This design comes from an exercise in tuning for small area, a short achievable clock period and few clock cycles per item on the open sky130 flow, not from production work.
At most, simulation tests tie the RTL to the original design; equivalence was not proved.

## IOTDF
module IOTDF (input clk, input rst, input in_en, input [7:0] iot_in, input [2:0] fn_sel,
              output busy, output valid, output [127:0] iot_out);
Size: roughly 2500 cells after synthesis, ~140 I/O pins, about 17000 sq um of cells after synthesis.
clock: 4.5 ns
lec_check: 0
abc_area: 1
abc_clock_period_in_ps: 2300
cap_margin: 20
core_margin: 2
core_utilization: 22
cts_buf_list: sky130_fd_sc_hd__clkbuf_8
cts_cluster_diameter: 60
cts_cluster_size: 14
setup_slack_margin: 2.2
slew_margin: 20
standard.sh (not shown) runs the stock make flow with config.mk's settings and CLKGATE_MAP_FILE= SYNTH_SCRIPT=/design/flow/synth_recipe.tcl, a recipe that flattens the netlist after the stock synthesis.
==> flow/flow/run.sh <==
#!/bin/bash
# Standard ORFS layout (the standard.sh, standard synthesis), with the
# port buffers made of sky130_fd_sc_hd__buf_1 instead of the resizer's default pick.
set -uo pipefail
export BUFFER_PORTS_ARGS="-buffer_cell sky130_fd_sc_hd__buf_1"
bash standard.sh > standard_flow.log 2>&1
Testbench counts at the start, summed over its fixed seeds: cycles 8,100, items 480.
Rerun with:
- ABC_AREA: 1 -> default
- ABC_CLOCK_PERIOD_IN_PS: 2300 -> 2600
- CORE_UTILIZATION: 22 -> 40
- CTS_BUF_LIST: sky130_fd_sc_hd__clkbuf_8 -> default
- CTS_CLUSTER_DIAMETER: 60 -> default
- CTS_CLUSTER_SIZE: 14 -> default
- SETUP_SLACK_MARGIN: 2.2 -> 1.9
The new run produced a clean layout.
Routed wire length goes down by about a fifth.
Maximum frequency goes down by roughly a tenth.
Die area goes down by well over a third.
Global-route usage goes up by 7.4 points.
Via count goes down by about a fifth.
Final area goes up by a few percent.
Register-to-register slack got worse by 0.28 ns.
Rerun with:
- ABC_AREA: default -> 1
- ABC_CLOCK_PERIOD_IN_PS: 2600 -> 2300
- CORE_UTILIZATION: 40 -> 30
- CTS_BUF_LIST: default -> sky130_fd_sc_hd__clkbuf_8
- CTS_CLUSTER_DIAMETER: default -> 60
- CTS_CLUSTER_SIZE: default -> 14
- PLACE_DENSITY: default -> 0.75
- SETUP_SLACK_MARGIN: 1.9 -> 2.25
=> Cell count is higher by a quarter to a third. First-iteration DRC count is higher by well over a third. Via count is higher by about a fifth. Area after synthesis is lower by a few percent. Hold slack gets worse by 0.087 ns. Routed wire length is higher by roughly a tenth.
Rerun with:
- PLACE_DENSITY: 0.75 -> default
- SETUP_SLACK_MARGIN: 2.25 -> 2.1
=> Setup slack gets worse by 0.081 ns. Hold slack improved by 0.023 ns. Core utilization falls by 1.0 points. Non-clock buffer count is lower by 25. Area after synthesis does not change.

## job 1041
Starting RTL as in the previous note.
clock: 4.5 ns
lec_check: 0
abc_area: 1
abc_clock_period_in_ps: 2150
cap_margin: 20
core_margin: 2
core_utilization: 40
setup_slack_margin: 2.35
slew_margin: 20
Scripts as last shown in full above: flow/flow/run.sh
Per the final summary, job 1041 finished and its layout is clean on timing, DRC and antenna.
Testbench counts of job 1041, summed over its fixed seeds: cycles 8,100, items 480.
The inputs of job 3191 differ from those of job 1041 as listed below.
Settings: setting CTS_CLUSTER_SIZE to 14 for the first time; setting TNS_END_PERCENT to 0 for the first time; changing SETUP_SLACK_MARGIN from 2.35 to 2.2; changing ABC_CLOCK_PERIOD_IN_PS from 2150 to 2300; changing CORE_UTILIZATION from 40 to 30; setting CTS_CLUSTER_DIAMETER to 60 for the first time; setting CTS_BUF_LIST to sky130_fd_sc_hd__clkbuf_8 for the first time.
- Job 3191 has transition time at the pin with the least slew margin below what job 1041 had.
- Time the final worst path needs with I/O delays and setup for job 3191: 260 ps up relative to job 1041
- On job 3191: headroom to the max-slew limit is 3.3 points higher than what job 1041 gave.

== run 1 ==
IOTDF again, from the RTL that the note above started with.
Settings: LEC_CHECK=0, ABC_AREA=1, ABC_CLOCK_PERIOD_IN_PS=2300, CAP_MARGIN=20, CORE_MARGIN=2, CORE_UTILIZATION=30, CTS_BUF_LIST=sky130_fd_sc_hd__clkbuf_8, CTS_CLUSTER_DIAMETER=60, CTS_CLUSTER_SIZE=14, PLACE_DENSITY=0.85, SETUP_SLACK_MARGIN=2.25, SLEW_MARGIN=20; clock period 4.5 ns.
Scripts as last shown in full above: flow/flow/run.sh
Run 1: flow completed, timing, DRC and antenna clean
Testbench counts of run 1, summed over its fixed seeds: cycles 8,100, items 480.
Input-level comparison between run 2 and run 1:
Settings: SETUP_SLACK_MARGIN changed from 2.25 to 2.2; CORE_UTILIZATION changed from 30 to 50; PLACE_DENSITY removed (was 0.85).
Findings:
[compare] base=run 1 new=run 2: tightest hold margin did not really move, count of flip-flops with a built-in enable after synthesis did not really move.
On pre-CTS setup slack: between run 1 and run 2, it ends up lower for run 2.
Setup slack is lower on run 1
Run 1 ended up with more cell instances than run 2 did.
For run 1, the worst setup path endpoint was O[34], unlike run 2, where it was iot_out[62].
#### Input delta (run 3 over run 2)
Settings: ABC_CLOCK_PERIOD_IN_PS now 2450, was 2300; SETUP_SLACK_MARGIN now 2.05, was 2.2; CORE_UTILIZATION now 40, was 50.
==> notes.md <==
Going from run 2 to run 3, total met3 wirelength after detailed routing shrank by a few percent. Diff run 2 -> run 3 | critical path depth | increase of 13.
[inputs] run 4 vs run 3
Settings: swapping 2.05 for 2.2 in SETUP_SLACK_MARGIN; swapping 40 for 30 in CORE_UTILIZATION; swapping 2450 for 2300 in ABC_CLOCK_PERIOD_IN_PS.
==> notes.md <==
- Run 4 did not stop at any stage, and its layout met the timing, design-rule and antenna checks.
- Per the comparison of run 4 with run 3, post-detailed-routing wire length now larger, wire length on met3 went down, final design utilization decreased by 11 points relative to the old numbers.
- Going from run 3 to run 4, layout overhead on the synthesized area moved up; initial core utilization moved down.

Another version of the RTL of IOTDF (not shown whole).
Size in the first run: roughly 2000 cells after synthesis, roughly 140 I/O pins, ~18000 um2 of cells after synthesis.
## IOTDF
module IOTDF (input clk, input rst, input in_en, input [7:0] iot_in, input [2:0] fn_sel,
              output busy, output valid, output [127:0] iot_out);
export LEC_CHECK = 0
export ABC_CLOCK_PERIOD_IN_PS = 2450
export CAP_MARGIN = 20
export CORE_MARGIN = 2
export CORE_UTILIZATION = 40
export CTS_BUF_LIST = sky130_fd_sc_hd__clkbuf_8
export CTS_CLUSTER_DIAMETER = 60
export CTS_CLUSTER_SIZE = 14
export SETUP_SLACK_MARGIN = 2.05
export SLEW_MARGIN = 20
create_clock -name core_clock -period 4.5 [get_ports {clk}]
==> flow/flow/run.sh <==
#!/bin/bash
# Standard ORFS layout (the standard.sh, standard synthesis), with the
# port buffers made of sky130_fd_sc_hd__buf_1 instead of the resizer's default pick.
set -uo pipefail
export BUFFER_PORTS_ARGS="-buffer_cell sky130_fd_sc_hd__buf_1"
export RECOVER_POWER=100
bash standard.sh > standard_flow.log 2>&1
The baseline went through all stages and came out clean.
Rerun with:
--- a/flow/flow/run.sh
+++ b/flow/flow/run.sh
@@ -5,3 +5,2 @@
 export BUFFER_PORTS_ARGS="-buffer_cell sky130_fd_sc_hd__buf_1"
-export RECOVER_POWER=100
 bash standard.sh > standard_flow.log 2>&1
- The changed run completed with no timing, DRC or antenna violations
- first-iteration DRC count rises slightly
- final area goes up slightly
- maximum frequency grows by well over a third
- synthesized cell count stays the same
- critical path depth drops by 1
- sequential share of layout area drops by 0.31 points
- worst hold slack barely changes
- core utilization is higher by 0.66 points
Rerun with:
==> flow/config.mk (replaced) <==
export PLATFORM = sky130hd
export DESIGN_NAME = IOTDF
export DESIGN_NICKNAME = IOTDF
export VERILOG_FILES = /design/flow/design.v
export SDC_FILE = /design/flow/constraint.sdc
export NUM_CORES = 4
export LEC_CHECK = 0
export ABC_CLOCK_PERIOD_IN_PS = 2600
export CAP_MARGIN = 20
export CORE_MARGIN = 2
export CORE_UTILIZATION = 40
export SETUP_SLACK_MARGIN = 1.9
export SLEW_MARGIN = 20
Cell area came out lower by 0.48%.
Setup slack got worse by 150 ps.
First-iteration DRC count goes up by 9.8%.
Global-route usage rises by 0.13 points.
Area after synthesis stays the same.
Hold slack improves by 100 ps.
Utilization fell by 0.23 points.
Routed wire length went down by 0.34%.
Rerun with:
--- a/flow/config.mk
+++ b/flow/config.mk
@@ -7,3 +7,3 @@
 export LEC_CHECK = 0
-export ABC_CLOCK_PERIOD_IN_PS = 2600
+export ABC_CLOCK_PERIOD_IN_PS = 2300
 export CAP_MARGIN = 20
@@ -11,3 +11,6 @@
 export CORE_UTILIZATION = 40
-export SETUP_SLACK_MARGIN = 1.9
+export CTS_BUF_LIST = sky130_fd_sc_hd__clkbuf_8
+export CTS_CLUSTER_DIAMETER = 60
+export CTS_CLUSTER_SIZE = 14
+export SETUP_SLACK_MARGIN = 2.2
 export SLEW_MARGIN = 20
After rerunning: The changed run went through all stages and came out clean; non-clock buffer count goes up by 62; routed wire length goes up by 4.3%; final area goes up by 4.0%; sequential cell count does not change.
No functional check of the RTL was part of any run of this note.

RTL: one of the versions met above, not the one the previous note started from.
Size in the first run: roughly 2500 cells after synthesis, ~270 flip-flops, ~140 I/O pins, roughly 0.017 mm2 of cells after synthesis.
==> flow/config.mk <==
export PLATFORM = sky130hd
export DESIGN_NAME = IOTDF
export DESIGN_NICKNAME = IOTDF
export VERILOG_FILES = /design/flow/design.v
export SDC_FILE = /design/flow/constraint.sdc
export NUM_CORES = 4
export LEC_CHECK = 0
export ABC_AREA = 1
export ABC_CLOCK_PERIOD_IN_PS = 3000
export CAP_MARGIN = 20
export CORE_MARGIN = 2
export CORE_UTILIZATION = 30
export CTS_BUF_LIST = sky130_fd_sc_hd__clkbuf_8
export CTS_CLUSTER_DIAMETER = 60
export CTS_CLUSTER_SIZE = 14
export SETUP_SLACK_MARGIN = 2.2
export SLEW_MARGIN = 20
==> flow/constraint.sdc <==
create_clock -name core_clock -period 4.5 [get_ports {clk}]
set_input_delay 0.9000 -clock core_clock [delete_from_list [all_inputs] [get_ports {clk}]]
set_output_delay 0.9000 -clock core_clock [all_outputs]
set_load 0.01 [all_outputs]
==> flow/flow/run.sh <==
#!/bin/bash
# Standard ORFS layout (the standard.sh, standard synthesis), with the
# port buffers made of sky130_fd_sc_hd__buf_1 instead of the resizer's default pick.
set -uo pipefail
export BUFFER_PORTS_ARGS="-buffer_cell sky130_fd_sc_hd__buf_1"
bash standard.sh > standard_flow.log 2>&1
Testbench counts at the start, summed over its fixed seeds: cycles 8,100, items 480.
Then changed:
==> flow/run.sh (new file) <==
#!/bin/bash
# synth_recipe.tcl (not shown) runs the flow's synth.tcl, then flattens the netlist and writes it again
# the make line also repeats each setting of config.mk as NAME=value (left out here)
make -C /OpenROAD-flow-scripts/flow DESIGN_CONFIG=/design/flow/config.mk WORK_HOME=/design/flow/orfs CLKGATE_MAP_FILE= SYNTH_SCRIPT=/design/flow/synth_recipe.tcl finish
==> flow/config.mk (replaced) <==
export PLATFORM = sky130hd
export DESIGN_NAME = IOTDF
export DESIGN_NICKNAME = IOTDF
export VERILOG_FILES = /design/flow/design.v
export SDC_FILE = /design/flow/constraint.sdc
export NUM_CORES = 4
export LEC_CHECK = 0
export ABC_CLOCK_PERIOD_IN_PS = 1900
export CAP_MARGIN = 20
export CORE_MARGIN = 2
export CORE_UTILIZATION = 40
export SETUP_SLACK_MARGIN = 2.6
export SLEW_MARGIN = 20
removed: flow/flow/run.sh
removed: flow/standard.sh
Worst hold slack gets better by 230 ps.
Cell area climbs by 33%.
Die area drops by 22%.
Setup slack gets worse by 220 ps.
Flip-flop and latch count stays the same.
Synthesized area climbs by 3.9%.

P:
IOTDF again, from the RTL that the note above started with.
clock: 4.5 ns
lec_check: 0
abc_area: 1
abc_clock_period_in_ps: 2300
cap_margin: 20
core_margin: 2
core_utilization: 30
cts_buf_list: sky130_fd_sc_hd__clkbuf_8
cts_cluster_diameter: 60
cts_cluster_size: 14
place_density: 0.75
setup_slack_margin: 2.4
slew_margin: 20
==> flow/flow/run.sh <==
#!/bin/bash
# Standard ORFS layout (the standard.sh, standard synthesis), with the
# port buffers made of sky130_fd_sc_hd__buf_1 instead of the resizer's default pick.
set -uo pipefail
export BUFFER_PORTS_ARGS="-buffer_cell sky130_fd_sc_hd__buf_1"
bash standard.sh > standard_flow.log 2>&1
P: done, clean on timing, DRC and antenna
Testbench counts of P, summed over its fixed seeds: cycles 8,100, items 480.
--- input diff P..Q ---
- CTS_BUF_LIST: sky130_fd_sc_hd__clkbuf_8 -> unset
- CORE_UTILIZATION: 30 -> 40
- CTS_CLUSTER_DIAMETER: 60 -> unset
- ABC_AREA: 1 -> unset
- SETUP_SLACK_MARGIN: 2.4 -> 1.7
- CTS_CLUSTER_SIZE: 14 -> unset
- ABC_CLOCK_PERIOD_IN_PS: 2300 -> 2800
- PLACE_DENSITY: 0.75 -> unset
==> flow/run.sh (new file) <==
#!/bin/bash
# synth_recipe.tcl (not shown) runs the flow's synth.tcl, then flattens the netlist and writes it again
# the make line also repeats each setting of config.mk as NAME=value (left out here)
make -C /OpenROAD-flow-scripts/flow DESIGN_CONFIG=/design/flow/config.mk WORK_HOME=/design/flow/orfs CLKGATE_MAP_FILE= SYNTH_SCRIPT=/design/flow/synth_recipe.tcl finish
removed: flow/flow/run.sh
removed: flow/standard.sh
[summary]
P reports its launching element of the worst setup path as Dr[22] while Q reports Dr[24]. Between P and Q, the met2 demand-to-capacity share in global routing is higher for Q. Lower area growth from synthesis to final layout goes to Q over P.
Setup changes, Q to R
- CTS_BUF_LIST newly set to sky130_fd_sc_hd__clkbuf_8
- CTS_CLUSTER_DIAMETER newly set to 60
- ABC_AREA newly set to 1
- SETUP_SLACK_MARGIN changed from 1.7 to 2.2
- CTS_CLUSTER_SIZE newly set to 14
- ABC_CLOCK_PERIOD_IN_PS changed from 2800 to 2300
==> flow/flow/run.sh (new file) <==
#!/bin/bash
# Standard ORFS layout (the standard.sh, standard synthesis), with the
# port buffers made of sky130_fd_sc_hd__buf_1 instead of the resizer's default pick.
set -uo pipefail
export BUFFER_PORTS_ARGS="-buffer_cell sky130_fd_sc_hd__buf_1"
bash standard.sh > standard_flow.log 2>&1
==> flow/standard.sh (new file) <==
#!/bin/bash
# synth_recipe.tcl (not shown) runs the flow's synth.tcl, then flattens the netlist and writes it again
# the make line also repeats each setting of config.mk as NAME=value (left out here)
make -C /OpenROAD-flow-scripts/flow DESIGN_CONFIG=/design/flow/config.mk WORK_HOME=/design/flow/orfs CLKGATE_MAP_FILE= SYNTH_SCRIPT=/design/flow/synth_recipe.tcl "${@:-finish}"
removed: flow/run.sh
### Flow results
R vs Q, sum of routed wire segments on met1 went up by about 16%. Going from Q to R, number of post-CTS setup repair buffers grows by 20. Between Q and R, least setup slack across all paths after layout increased. When the final numbers for R and Q were put side by side, the wire length turned out to be greater in R. [compare] base=Q new=R: highest clock rate climbed 19%, register-to-register slack increased by 420 ps relative to the old numbers. The worst-margin pin slew of R is lower than that of Q. On area after synthesis, Q loses to R.
> inputs changed (R -> S)
- a change of CORE_UTILIZATION from 40 to 30
- a deleted CTS_BUF_LIST that had been sky130_fd_sc_hd__clkbuf_8
- a deleted CTS_CLUSTER_DIAMETER that had been 60
- a deleted CTS_CLUSTER_SIZE that had been 14
Results
[S vs R] fraction of the cycle the final worst path needs: higher in S. As far as post-synthesis instance area goes, S and R are indistinguishable; the numbers are identical. Taking R as the reference, in S routed wire length dropped 0.74%, area overhead of the layout relative to synthesis climbed 2.2 points, area of all placed cells without fillers climbed about 2%, largest net degree at the start of global routing dropped 21.
--- input diff S..T ---
- CORE_UTILIZATION changed from 30 to 40
- ABC_CLOCK_PERIOD_IN_PS changed from 2300 to 2600
- CTS_CLUSTER_DIAMETER newly set to 60
- CTS_BUF_LIST newly set to sky130_fd_sc_hd__clkbuf_8
- CTS_CLUSTER_SIZE newly set to 14
- ABC_AREA removed (was 1)
- SETUP_SLACK_MARGIN changed from 2.2 to 1.9
Results
Per the comparison of T with S, sequential share of layout area went down 0.23 points.
Comparing S and T, setup slack of the critical path after layout is lower on T.
T against S: non-clock buffer count went up, synthesized cell count saw a decrease.

[afterwards: timing with drivers on the ports]
The results above use ideal ports. As a check the final layouts listed here were re-extracted and re-timed, cells and wires unchanged. Step 1: set_driving_cell puts a clkbuf_16 on clk and a buf_2 on each other input, an assumption about the parent block. Step 2, shift: input delay + t, output delay - t, t = (earliest + latest rising clock arrival at the registers) / 2. This alone moves slack from input paths to output paths. Three values: no drivers, after step 1, after step 2; two values: the first two.
run	t, ns	slack for setup (ns)	clock arrival spread, ns
the first run of note 1	0.668	2.232 / 2.193 / 1.788	0.041 / 0.041
the second run of note 1	0.593	1.955 / 1.955 / 1.488	0.020 / 0.021
the third run of note 1	0.647	2.283 / 2.246 / 1.868	0.048 / 0.048
the fourth run of note 1	0.659	2.202 / 2.180 / 1.844	0.059 / 0.059
job 1041	0.647	2.332 / 2.305 / 1.859	0.026 / 0.027
job 3191	0.661	2.068 / 2.068 / 1.838	0.060 / 0.060
run 1	0.632	2.207 / 2.207 / 1.768	0.056 / 0.056
run 2	0.664	2.215 / 2.164 / 1.837	0.060 / 0.060
run 3	0.673	2.160 / 2.113 / 1.768	0.024 / 0.024
run 4	0.659	2.250 / 2.200 / 1.750	0.057 / 0.057
the first run of note 4	0.672	1.065 / 1.065 / 1.065	0.031 / 0.031
the second run of note 4	0.671	2.051 / 2.051 / 1.543	0.033 / 0.034
the third run of note 4	0.577	1.898 / 1.898 / 1.512	0.018 / 0.018
the fourth run of note 4	0.669	2.044 / 2.044 / 1.516	0.036 / 0.035
the first run of note 5	0.659	2.250 / 2.200 / 1.750	0.057 / 0.057
the second run of note 5	0.631	2.030 / 2.030 / 1.443	0.026 / 0.026
P	0.667	2.353 / 2.353 / 1.795	0.030 / 0.031
Q	0.582	1.812 / 1.812 / 1.305	0.017 / 0.016
R	0.677	2.234 / 2.225 / 1.778	0.030 / 0.029
S	0.622	2.184 / 2.184 / 1.857	0.010 / 0.010
T	0.673	1.955 / 1.955 / 1.310	0.034 / 0.034
After both steps every run listed still meets setup and hold. For T, which loses most, drivers alone change the setup slack by 0.000 ns; drivers and shift together by -0.645 ns.
